This design comes from an exercise in tuning for small area and a short achievable clock period on the open sky130 flow, not from production work.
The RTL was checked by simulation tests, not by an equivalence proof against the original design.
Power is estimated from default activity; no workload was simulated.

== lane 1 ==
// DCPU
module DCPU(
  input  wire       CLK,
  input  wire       RST,
  input  wire       EN,
  input  wire       Start,
  output wire[7:0]  InstMemAddr,
  input  wire[15:0] Inst,
  output wire[7:0]  DataMemAddr,
  input  wire[15:0] DataIn,
  output wire       DataMemWE,
  output wire[15:0] DataOut
);
Size in the first run: about 2,400 cells after synthesis, roughly 310 flip-flops, ~69 I/O pins.
Settings: LEC_CHECK=0, ABC_AREA=1, CAP_MARGIN=20, CORE_MARGIN=2, CORE_UTILIZATION=60, SETUP_SLACK_MARGIN=2.5, SLEW_MARGIN=20; clock period 5.0 ns.
run.sh (not shown) runs the stock make flow with config.mk's settings and CLKGATE_MAP_FILE= SYNTH_SCRIPT=/design/flow/synth_recipe.tcl, a recipe that flattens the netlist after the stock synthesis.
Lane 1: flow completed, timing, DRC and antenna clean
Here is what was changed in the inputs of lane 2 compared with lane 1.
# lane 1
export LEC_CHECK = 0
export ABC_AREA = 1
export CAP_MARGIN = 20
export CORE_MARGIN = 2
export CORE_UTILIZATION = 60
export SETUP_SLACK_MARGIN = 2.5
export SLEW_MARGIN = 20
create_clock -name core_clock -period 5.0 [get_ports {CLK}]
# lane 2
export LEC_CHECK = 0
export ABC_AREA = 1
export CAP_MARGIN = 20
export CORE_MARGIN = 2
export CORE_UTILIZATION = 40
export SETUP_SLACK_MARGIN = 2.7
export SLEW_MARGIN = 20
create_clock -name core_clock -period 5.0 [get_ports {CLK}]
Findings:
In the reports for lane 2 and lane 1, the smaller total of fill cells in the finished design belongs to lane 1. On area growth from synthesis to layout, the lower figure sits with lane 1, not lane 2. Lane 2 vs. lane 1: largest incremental delay on the critical path -0.02 ns; overall die area has increased; final critical delay including setup and external delays lost 0.093 ns. In lane 2, the global-route wire length before repair came out 7.4% above the value in lane 1. Lane 2 vs lane 1: sum of met2 wire segment lengths after detailed routing up by more than 10%.
What lane 3 does differently from lane 2 at the input level:
# lane 2
export LEC_CHECK = 0
export ABC_AREA = 1
export CAP_MARGIN = 20
export CORE_MARGIN = 2
export CORE_UTILIZATION = 40
export SETUP_SLACK_MARGIN = 2.7
export SLEW_MARGIN = 20
create_clock -name core_clock -period 5.0 [get_ports {CLK}]
# lane 3
export LEC_CHECK = 0
export ABC_AREA = 1
export CAP_MARGIN = 20
export CORE_MARGIN = 2
export CORE_UTILIZATION = 40
export SETUP_SLACK_MARGIN = 2.5
export SLEW_MARGIN = 20
create_clock -name core_clock -period 5.0 [get_ports {CLK}]
### Flow results
- Count of antenna-violating nets left after detailed routing: lane 3 vs lane 2 identical
- Sort lane 2 and lane 3 by final-layout fill cell count, ascending, and lane 2 comes first.
- Lane 3 ends up with lower final weighted congestion of routability-driven global placement than lane 2 does.
- Looking only at critical path depth, and setting everything else aside, the lower value of lane 2 and lane 3 goes to lane 3.
- Going from lane 2 to lane 3, clock period minus final worst setup slack climbed 0.0073 ns; post-route cell area -6.6%.
> inputs changed (lane 3 -> lane 4)
# lane 3
export LEC_CHECK = 0
export ABC_AREA = 1
export CAP_MARGIN = 20
export CORE_MARGIN = 2
export CORE_UTILIZATION = 40
export SETUP_SLACK_MARGIN = 2.5
export SLEW_MARGIN = 20
create_clock -name core_clock -period 5.0 [get_ports {CLK}]
# lane 4
export LEC_CHECK = 0
export ABC_AREA = 1
export CAP_MARGIN = 20
export CORE_MARGIN = 2
export CORE_UTILIZATION = 40
export SETUP_SLACK_MARGIN = 2.7
export SLEW_MARGIN = 20
export TNS_END_PERCENT = 0
create_clock -name core_clock -period 5.0 [get_ports {CLK}]
Results
- Detail-routed via count per cell: lane 4 higher than lane 3
- Lane 4 vs. lane 3: total power draw went up by about 3%.
- Lane 4 against lane 3: post-route cell area saw an increase; combinational-cell power consumption saw an increase; relative max-transition margin saw an increase.
- Between lane 3 and lane 4, the cell count does not differ in any meaningful way.
- Going from lane 3 to lane 4, routed metal-1 wirelength shrank slightly.
- Diff lane 3 -> lane 4: first-iteration DRC count went down; mean routed wirelength per cell higher; wire length +about 0.7%; depth of the worst register-to-register path moved down.

* * *

Another version of the RTL of DCPU (not shown whole).
Size: about 2500 cells after synthesis, about 69 I/O pins, roughly 18000 µm² of cells after synthesis.
clock: 5.0 ns
lec_check: 0
abc_area: 1
cap_margin: 20
core_margin: 2
core_utilization: 40
setup_slack_margin: 2.4
slew_margin: 20
The baseline ran to the end with no violations.
Edit:
CORE_UTILIZATION = 50   (was 40)
SETUP_SLACK_MARGIN = 2.6   (was 2.4)
Total power increases by 4.4%.
Cell count decreases by 3.5%.
Routed wire length increases by 1.5%.
Count of clock-buffer cells in the layout increases by 2.
Sequential share of layout area decreases by 0.65 points.
Sequential power increases by about 2%.
Clock skew increases by 0.0074 ns.
Die area decreases by 20%.
Flip-flop and latch count stays the same.
Edit:
ABC_AREA = 0   (was 1)
CORE_UTILIZATION = 40   (was 50)
Effect: The changed run completed with no timing, DRC or antenna violations. Die area rises by 30%. First-iteration DRC count came out higher by 10%. Setup slack gets worse by 0.55 ns. Area after synthesis rises by 4.9%. Via count went down by 4.3%. Sequential power rose by 11%. Fmax goes down by 19%. Total power goes up by 17%. Wire length is higher by 6.6%. Clock power rose by about 2%.
Edit:
ABC_AREA = 1   (was 0)
Via count went up by 4.1%.
Die area falls by 4.6%.
Utilization is lower by 1.6 points.
Sequential share of layout area increases by 2.8 points.
Cell area went down by 7.8%.
Maximum frequency came out higher by 24%.
Edit:
PLACE_DENSITY = 0.75   (was default)
The changed run went through all stages and came out clean.
Area after synthesis stays the same.
Global-route usage went down by 0.82 points.
Cell area decreases by about 0.7%.
Utilization came out lower by 0.35 points.
Wire length is lower by about 0.7%.
Power rises by about 3.2%.
Register-to-register slack loses 0.05 ns.
Edit:
PLACE_DENSITY = default   (was 0.75)
SETUP_SLACK_MARGIN = 2.5   (was 2.6)
Effect: Sequential power is about the same. Global-route usage increases by 0.53 points. Total power came out lower by 5.8%. Combinational power decreases by about 15%. Final cell count is about the same. Maximum frequency goes down by about 2%. Utilization came out lower by 0.74 points. Cell area went down by 1.5%. Via count goes down by about 2.8%. Worst hold slack gets better by 0.010 ns. Wire length decreases by 0.59%.

[what the ideal ports hide]
The results above use ideal ports. As a check the final layouts listed here were re-extracted and re-timed, cells and wires unchanged.
Step 1 assumes that a clkbuf_16 drives the clock port and a buf_2 every other input.
Step 2 moves the port delays by t, midway between the first and last clock arrival at a register: inputs arrive t later, outputs are due t later. That takes back most of the time a late clock gives input paths.
Three values: no drivers, after step 1, after step 2; two values: the first two.
| run | shift t [ns] | slack for setup (ns) | latest minus earliest clock arrival (ns) |
|---|---|---|---|
| lane 1 | 0.577 | 2.363 / 2.363 / 2.061 | 0.020 / 0.021 |
| lane 2 | 0.589 | 2.456 / 2.456 / 2.072 | 0.035 / 0.035 |
| lane 3 | 0.571 | 2.449 / 2.449 / 2.055 | 0.021 / 0.020 |
| lane 4 | 0.570 | 2.463 / 2.408 / 1.939 | 0.022 / 0.022 |
| the first run of note 2 | 0.584 | 2.443 / 2.390 / 1.995 | 0.016 / 0.016 |
| the second run of note 2 | 0.603 | 2.623 / 2.612 / 2.193 | 0.023 / 0.023 |
| the third run of note 2 | 0.617 | 2.074 / 2.074 / 1.794 | 0.028 / 0.028 |
| the fourth run of note 2 | 0.583 | 2.644 / 2.628 / 2.290 | 0.016 / 0.015 |
| the fifth run of note 2 | 0.623 | 2.597 / 2.564 / 2.085 | 0.014 / 0.015 |
| the sixth run of note 2 | 0.583 | 2.548 / 2.494 / 2.052 | 0.016 / 0.016 |
After both steps setup and hold are still met in every run listed. For lane 4, which loses most, drivers alone change the setup slack by -0.055 ns; drivers and shift together by -0.524 ns.
